From an optimization exercise on the open Yosys and OpenROAD flow, aimed at small area and a short achievable clock period; shortcuts taken in it are not production practice. Function was checked by simulation only, so behaviour that the tests miss may differ from the original. Power figures rest on the tool's default switching activity, not on a simulated workload.

<file path="flow/run.sh">
#!/bin/bash
# Layout flow: the standard ORFS flow (standard.sh), with
#  * plain buffers on the ports,
#  * gate sizing not limited to cells of the same footprint,
#  * a clock tree of clkbuf_8 with larger sink clusters and no dummy loads.
set -euo pipefail
bash standard.sh \
  SETUP_SLACK_MARGIN=10 \
  MATCH_CELL_FOOTPRINT=0 \
  "BUFFER_PORTS_ARGS=-buffer_cell sky130_fd_sc_hd__buf_2" \
  "CTS_ARGS=-sink_clustering_enable -repair_clock_nets -buf_list sky130_fd_sc_hd__clkbuf_8 -sink_clustering_size 16 -sink_clustering_max_diameter 60 -dont_use_dummy_load" \
  finish > standard_flow.log 2>&1
</file>
<file path="standard.sh">
#!/bin/bash
# synth_recipe.tcl (not shown) runs the flow's synth.tcl, then flattens the netlist and writes it again
# the make line also repeats each setting of config.mk as NAME=value (left out here)
make -C /OpenROAD-flow-scripts/flow DESIGN_CONFIG=/design/flow/config.mk WORK_HOME=/design/flow/orfs CLKGATE_MAP_FILE= SYNTH_SCRIPT=/design/flow/synth_recipe.tcl "${@:-finish}"
</file>
<file path="config.mk">
export PLATFORM = sky130hd
export DESIGN_NAME = sc_cpu
export DESIGN_NICKNAME = sc_cpu
export VERILOG_FILES = /design/flow/design.v
export SDC_FILE = /design/flow/constraint.sdc
export NUM_CORES = 4
export LEC_CHECK = 0
export CAP_MARGIN = 20
export CORE_MARGIN = 2
export CORE_UTILIZATION = 46
export SLEW_MARGIN = 20
export SYNTH_HIERARCHICAL = 1
export TNS_END_PERCENT = 0
</file>
<file path="constraint.sdc">
create_clock -name core_clock -period 18.0 [get_ports {clk}]
set_input_delay 3.6000 -clock core_clock [delete_from_list [all_inputs] [get_ports {clk}]]
set_output_delay 3.6000 -clock core_clock [all_outputs]
set_load 0.01 [all_outputs]
</file>
<file path="design.v">
`timescale 1ns / 1ps
module sc_cpu(
    input             clk,
    input             rst_n,
    output [31:0]     imem_addr,
    input  [31:0]     imem_rdata,
    output [31:0]     dmem_addr,
    output            dmem_re,
    output [3:0]      dmem_wstrb,
    output [31:0]     dmem_wdata,
    input  [31:0]     dmem_rdata
);
    reg        ce;           
    reg [31:0] pc;
    always @(posedge clk or negedge rst_n) begin
        if (~rst_n)
            ce <= 1'b0;
        else
            ce <= 1'b1;
    end
    wire [31:0] inst = imem_rdata;
    wire [4:0]  op   = inst[6:2];        
    wire [2:0]  f3   = inst[14:12];
    wire [4:0]  rd   = inst[11:7];
    wire [4:0]  rs1  = inst[19:15];
    wire [4:0]  rs2  = inst[24:20];
    wire c_hi     = op[4];
    wire c_branch = op[4] & ~op[0];
    wire c_jalr   = op[4] & op[0] & ~op[1];
    wire c_jal    = op[4] & op[1];
    wire c_mem    = ~op[4] & ~op[2];
    wire c_load   = c_mem & ~op[3];
    wire c_store  = c_mem & op[3];
    wire c_upper  = ~op[4] & op[2] & op[0];      
    wire c_lui    = c_upper & op[3];
    wire c_alu    = ~op[4] & op[2] & ~op[0];     
    wire c_rr     = op[3];                       
    wire reg_wr   = ce & ((~c_hi & ~c_store) | c_jal);
    wire [31:0] imm_i = {{20{inst[31]}}, inst[31:20]};
    wire [31:0] imm_s = {{20{inst[31]}}, inst[31:25], inst[11:7]};
    wire [31:0] imm_b = {{20{inst[31]}}, inst[7], inst[30:25], inst[11:8], 1'b0};
    wire [31:0] imm_u = {inst[31:12], 12'b0};
    wire [31:0] imm_j = {{12{inst[31]}}, inst[19:12], inst[20], inst[30:21], 1'b0};
    wire [31:0] wb;
    wire [31:0] rf_q [0:31];
    wire [32*31-1:0] rf_flat;           
    assign rf_q[0] = 32'b0;
    genvar g;
    generate
        for (g = 1; g < 32; g = g + 1) begin : rf
            reg [31:0] q;
            always @(posedge clk) begin
                if (reg_wr && rd == g)
                    q <= wb;
            end
            assign rf_q[g] = q;
            assign rf_flat[32*g-1 -: 32] = q;
        end
    endgenerate
    wire [31:0] sel_a = 32'b1 << rs1;
    wire [31:0] sel_b = 32'b1 << rs2;
    wire [31:0] rs1_v, rs2_v;
    rf_read rd_a (.sel(sel_a[31:1]), .q(rf_flat), .y(rs1_v));
    rf_read rd_b (.sel(sel_b[31:1]), .q(rf_flat), .y(rs2_v));
    integer i;
    wire [31:0] imm_ls = c_store ? imm_s : imm_i;
    wire [31:0] agu    = rs1_v + imm_ls;
    wire [31:0] alu_b   = c_rr ? rs2_v : imm_i;
    wire        do_sub  = (f3[1] & ~f3[2]) | (f3 == 3'b000 & c_rr & inst[30]);
    wire [32:0] sum     = {1'b0, rs1_v} + {1'b0, alu_b ^ {32{do_sub}}} + {32'b0, do_sub};
    wire        ltu     = ~sum[32];
    wire        lt      = (rs1_v[31] ^ alu_b[31]) ? rs1_v[31] : ltu;
    wire [32:0] bdiff   = {1'b0, rs1_v} - {1'b0, rs2_v};
    wire        b_ltu   = bdiff[32];
    wire        b_lt    = (rs1_v[31] ^ rs2_v[31]) ? rs1_v[31] : b_ltu;
    wire        eq      = (rs1_v == rs2_v);
    wire [4:0]  shamt   = c_rr ? rs2_v[4:0] : inst[24:20];
    wire        sh_left = ~f3[2];
    reg  [31:0] sh_in, sh_out;
    always @(*) begin
        for (i = 0; i < 32; i = i + 1)
            sh_in[i] = sh_left ? rs1_v[31 - i] : rs1_v[i];
    end
    wire        sh_fill = inst[30] & rs1_v[31] & ~sh_left;
    wire [31:0] sh_1    = shamt[0] ? {{1{sh_fill}},  sh_in[31:1]}  : sh_in;
    wire [31:0] sh_2    = shamt[1] ? {{2{sh_fill}},  sh_1[31:2]}   : sh_1;
    wire [31:0] sh_4    = shamt[2] ? {{4{sh_fill}},  sh_2[31:4]}   : sh_2;
    wire [31:0] sh_8    = shamt[3] ? {{8{sh_fill}},  sh_4[31:8]}   : sh_4;
    wire [31:0] sh_r    = shamt[4] ? {{16{sh_fill}}, sh_8[31:16]}  : sh_8;
    always @(*) begin
        for (i = 0; i < 32; i = i + 1)
            sh_out[i] = sh_r[31 - i];        
    end
    reg [31:0] alu_r;
    always @(*) begin
        case (f3)
            3'b000: alu_r = sum[31:0];
            3'b001: alu_r = sh_out;
            3'b010: alu_r = {31'b0, lt};
            3'b011: alu_r = {31'b0, ltu};
            3'b100: alu_r = rs1_v ^ alu_b;
            3'b101: alu_r = sh_r;
            3'b110: alu_r = rs1_v | alu_b;
            default: alu_r = rs1_v & alu_b;
        endcase
    end
    wire [31:0] pc4     = pc + 32'd4;
    wire [31:0] imm_pc  = c_hi ? (op[1] ? imm_j : imm_b) : imm_u;
    wire [31:0] pc_imm  = pc + imm_pc;
    reg taken;
    always @(*) begin
        case (f3)
            3'b000: taken = eq;
            3'b001: taken = ~eq;
            3'b100: taken = b_lt;
            3'b101: taken = ~b_lt;
            3'b110: taken = b_ltu;
            3'b111: taken = ~b_ltu;
            default: taken = 1'b0;
        endcase
    end
    wire [31:0] next_pc = ~ce      ? 32'b0 :
                          c_jalr   ? agu :
                          (c_jal | (c_branch & taken)) ? pc_imm : pc4;
    always @(posedge clk) begin
        pc <= next_pc;
    end
    wire [1:0]  la = agu[1:0];
    wire [7:0]  ld_byte = la == 2'd0 ? dmem_rdata[7:0] :
                          la == 2'd1 ? dmem_rdata[15:8] :
                          la == 2'd2 ? dmem_rdata[23:16] : dmem_rdata[31:24];
    wire [15:0] ld_half = (la == 2'd2) ? dmem_rdata[31:16] : dmem_rdata[15:0];
    wire        ld_sx   = ~f3[2];
    reg  [31:0] ld_v;
    always @(*) begin
        if (f3[1])
            ld_v = dmem_rdata;
        else if (f3[0])
            ld_v = {{16{ld_sx & ld_half[15]}}, ld_half};
        else
            ld_v = {{24{ld_sx & ld_byte[7]}}, ld_byte};
    end
    assign wb = c_load  ? ld_v :
                c_jal   ? pc4 :
                c_upper ? (c_lui ? imm_u : pc_imm) :
                alu_r;
    wire st_word = f3[1];
    wire st_half = f3[0] & ~f3[1];
    reg [3:0] wstrb;
    always @(*) begin
        if (st_word)
            wstrb = 4'b1111;
        else if (st_half)
            wstrb = (agu[1:0] == 2'b10) ? 4'b1100 : 4'b0011;
        else
            wstrb = 4'b0001 << agu[1:0];
    end
    assign imem_addr  = pc;
    assign dmem_addr  = agu;
    assign dmem_re    = ce & c_load;
    assign dmem_wstrb = (ce & c_store) ? wstrb : 4'b0000;
    assign dmem_wdata = {st_word ? rs2_v[31:24] : st_half ? rs2_v[15:8] : rs2_v[7:0],
                         st_word ? rs2_v[23:16] : rs2_v[7:0],
                         (st_word | st_half) ? rs2_v[15:8] : rs2_v[7:0],
                         rs2_v[7:0]};
endmodule
module rf_read(
    input  [30:0]     sel,       
    input  [32*31-1:0] q,
    output [31:0]     y
);
    genvar b, k;
    generate
        for (b = 0; b < 32; b = b + 1) begin : bt
            wire [30:0] d;
            for (k = 0; k < 31; k = k + 1) begin : word
                assign d[k] = q[32*k + b];
            end
            rf_read_bit rb (.sel(sel), .d(d), .y(y[b]));
        end
    endgenerate
endmodule
module rf_read_bit(
    input  [30:0] sel,
    input  [30:0] d,
    output        y
);
    wire [10:0] n;
    genvar k;
    generate
        for (k = 0; k < 10; k = k + 1) begin : grp
            rf_aoi222 g (.s(sel[3*k+2:3*k]), .d(d[3*k+2:3*k]), .y(n[k]));
        end
    endgenerate
    assign n[10] = ~(sel[30] & d[30]);
    assign y = ~&n;
endmodule
module rf_aoi222(
    input  [2:0] s,
    input  [2:0] d,
    output       y
);
    assign y = ~((s[0] & d[0]) | (s[1] & d[1]) | (s[2] & d[2]));
endmodule
</file>
==> results.txt <==
==> sequential cells by signal, indices dropped and copies added (netlist names) <==
register / cells
ce: 1
pc: 32
rf.q: 992
==> stage by stage <==
step	worst slack (ps)	hold slack, ps
5_1_grt	6300	505
4_1_cts	6390	466
6_report	6320	468
3_3_place_gp	5070	465
3_5_place_dp	5040	462
2_1_floorplan	7270	489
==> worst register-to-register path, cell delays in order, from the launching register on <==
cell	delay, ps
edfxtp_1	400
a222oi_1	380
nand4_1	420
a2111o_1	790
mux2i_1	720
xnor2_1	150
ha_1	380
and3_1	190
a21boi_0	160
or3_1	420
a21boi_0	400
o31ai_1	160
o21ai_0	280
xnor2_1	190
a211oi_1	770
o21ai_2	130
buf_4	280
==> cells in the mapped netlist (11+ instances only) <==
| cell type | number | area [um^2] |
|---|---|---|
| ha_1 | 190 | 2380 |
| nor2b_1 | 23 | 144 |
| a2111o_1 | 65 | 732 |
| a21o_1 | 43 | 323 |
| clkbuf_1 | 95 | 357 |
| nand3_1 | 66 | 330 |
| edfxtp_1 | 992 | 29800 |
| xnor2_1 | 92 | 806 |
| mux2i_1 | 80 | 801 |
| nand4_1 | 141 | 882 |
| a222oi_1 | 643 | 6440 |
| a221oi_1 | 32 | 280 |
| o22ai_1 | 20 | 125 |
| a31oi_1 | 27 | 169 |
| a21oi_1 | 217 | 1090 |
| nor2_1 | 282 | 1060 |
| xor2_1 | 41 | 359 |
| inv_1 | 136 | 510 |
| dfxtp_1 | 32 | 641 |
| and3_1 | 26 | 163 |
| nand2b_1 | 13 | 81.3 |
| buf_1 | 17 | 63.8 |
| o221ai_1 | 23 | 201 |
| mux4_2 | 21 | 473 |
| o21ai_0 | 188 | 941 |
| nand2_1 | 295 | 1110 |
| o31ai_1 | 12 | 90.1 |
| a221o_1 | 12 | 120 |
| and2_1 | 17 | 106 |
| or3_1 | 13 | 81.3 |
| a22oi_1 | 12 | 90.1 |
| nor3_1 | 41 | 205 |
| a211oi_1 | 29 | 218 |
| o21a_1 | 11 | 82.6 |
| o211ai_1 | 34 | 255 |
==> modules after synthesis (local to each module, per instance), excerpt <==
module,cell area (um^2),flip-flops and latches,copies in the design,cells
rf_aoi222,10.0,0,640,1
rf_read_bit,27.5,0,64,4
sc_cpu,45200,1025,1,3284
==> layout make-up <==
type	count	area (um^2)	share of cell area
flip-flops and latches	1025	30500	0.498
multi-input cells	2883	23200	0.380
repair buffers	444	3790	0.0621
well taps	1512	1890	0.0310
clock buffers	87	1200	0.0196
inverters	142	539	0.00883
diodes	10	25.0	0.000410
==> where the power goes <==
group | switching, W | leakage (nW) | internal (W)
Clock | 0.000743 | 0.626 | 0.000430
Combinational | 0.00125 | 11.2 | 0.000565
Sequential | 0.0000284 | 9.27 | 0.00276
==> timing repair <==
| item | in CTS | in global routing |
|---|---|---|
| buffers inserted | 48 | 45 |
| gates resized for setup | 128 | 87 |
| cloned | 5 | 9 |
| setup endpoints to repair | 1092 | 1092 |
| pin swaps | 55 | 90 |
==> layer usage <==
metal,routed length [um],track usage,vias up
met4,22400,0.296,0
li1,-,-,18900
met1,84800,0.512,23300
met3,37800,0.106,907
met2,105000,0.591,4416
met5,0,0,-
==> logic make-up after synthesis <==
group / share of synthesized area
compound gates: 0.228
flops: 0.571
simple gates: 0.0841
buf+inv: 0.0202
fa+ha+maj: 0.0457
xor+xnor: 0.0218
mux: 0.0295
other cells: 0.0000703
==> path summary, 6_finish.rpt <==
kind | end | slack, ps | cells past startpoint
min in group asynchronous | ce$_DFF_PN0_ | 2610 | 1
setup / recovery | dmem_addr[22] | 6320 | 17
hold reg to reg | pc[0]$_SDFFE_PN0P_ | 470 | 2
hold / removal | pc[0]$_SDFFE_PN0P_ | 470 | 2
max in group asynchronous | ce$_DFF_PN0_ | 15310 | 1
setup reg to reg | rf[7].q[20]$_DFFE_PP_ | 11400 | 16
==> flow_summary.toml <==
[sta]
timing.slew.headroom = 0.183
fin_tns_setup_ps = 0
finalSetupViolations = 0
finClkSkew_ps = 109
finalCritPeriodShare = 0.649
max_freq_ghz = 0.0856
worstMarginPinSlew_ps = 1220
finalHoldViolCount = 0
period_minus_slack_ps = 11680
rsz0062_at_grt = "yes"
maxSlewViolCount = 0

[place]
dpl_cell_area_mm2 = 0.0578
portBuffers = 164
place.gp.congestion = 1.04
placed_cells = 5899
hpwlAfterDp_um = 152000

[final_layout]
post-route-util = 0.533
layout_common_cells = "edfxtp_1, a222oi_1, nand2_1, a21oi_1, buf_4"
drive_above_1_share = 0.171
synthToLayoutAreaGrowth_pct = 14.5
stdcell_count = 6103
nFillCells = 9765
nNetsFinal = 4842
finish.instance_area_mm2 = 0.0611
layout.cells.most_common = "edfxtp_1"

[yosys]
yosys_warnings = 7
ys_ff_latch = 1025
synth_seq_area_share = 0.571
netlist_area_mm2 = 0.0534
ys_dominant_reg_cell = "edfxtp_1"
synthDistinctLibCells = 91
synth_edf_count = 992
syn-num-nets = 4439
syn_avg_cell_area_um2 = 12.8
synthCells = 4180
async_reset_ff_frac = 0.000976

[power]
p_leak_nw = 21.1
p_total_w = 0.00578
powerDensity_mw_per_mm2 = 94.5
ir_drop_mv = 0.0570

[clocking]
root_buffer = "clkbuf_8"
hold_buffers = 0
clkSinkCount = 1025
cts.htree.levels = 3
cts_tree = "built"
insertion_delay_ps = 810
clk_pin_slew_ps = 40
clk_path_buf_depth = 3
cts_buffers = 87

[floorplan]
core_mm2 = 0.115
dieArea_mm2 = 0.119
fp.dieW_um = 345
placementRows = 124
die_y_um = 345
start_util = 0.465
pin_count = 167

[hold_path]
min-delay-start = "pc[0]$_SDFFE_PN0P_"
hold_class = "flop to flop"

[global_routing]
antenna_found_initial = 7
grt_max_degree = 66
grtUsageTotal = 0.402
grt_pass1_vias = 43500
grt_pass1_wl_um = 333000
gr-total-overflow = 0

[route]
drc = 0
wl_per_cell_um = 41.0
vias = 47500
ant_nets = 0
dr.pass1.iters = 12
first_iter_violations = 11500
via_per_inst = 7.78
wirelength_um = 250000

[critical_path]
critPathBufInv = 5
startpoint = "imem_rdata[18]"
cp_slowest_cell = "a2111o_2"
critPathTopFamily = "compound AO/OA/AOI/OAI gates"
endpoint_kind = "output port"
cpPeakStageDelay_ps = 650
r2r-start = "rf[16].q[6]$_DFFE_PP_"
cp_data_arrival_time_ps = 8080
worstPathCellList = "buf_12 > nand2b_4 > nor2_4 > buf_12 > buf_4 > a222oi_1 > nand4_1 > a2111o_2 > ha_4 > and4_1 > o211ai_1 > a21oi_2 > buf_4 > o21ai_0 > a21boi_0 > xnor2_1 > buf_2"
crit_fanout = 15
crit_type = "primary input to output port"
required_ps = 14400
cp-start-kind = "primary input"

[run]
max_cap_viol_count = 0

[status]
outcome = "no timing/DRC/antenna violations"

==> what the ideal ports hide <==
How much do the figures lean on ideal ports? The routed layout below was timed once more, with nothing changed but the port constraints. Step 1: set_driving_cell puts a clkbuf_16 on clk and a buf_2 on each other input, an assumption about the parent block. Step 2 also shifts input and output timing later by t, the mid clock arrival at the registers, as if the neighbouring blocks saw the same clock. a / b / c = no drivers / after step 1 / after step 2; a / b = the first two.
t, ns: 0.826
slack for setup (ns): 6.322 / 6.114 / 6.114
worst hold slack (ns): 0.468 / 0.468 / 0.468
worst setup path after step 2: input to output
After both steps setup and hold are still met in this run. For this run, drivers alone change the setup slack by -0.208 ns; drivers and shift together by -0.208 ns.
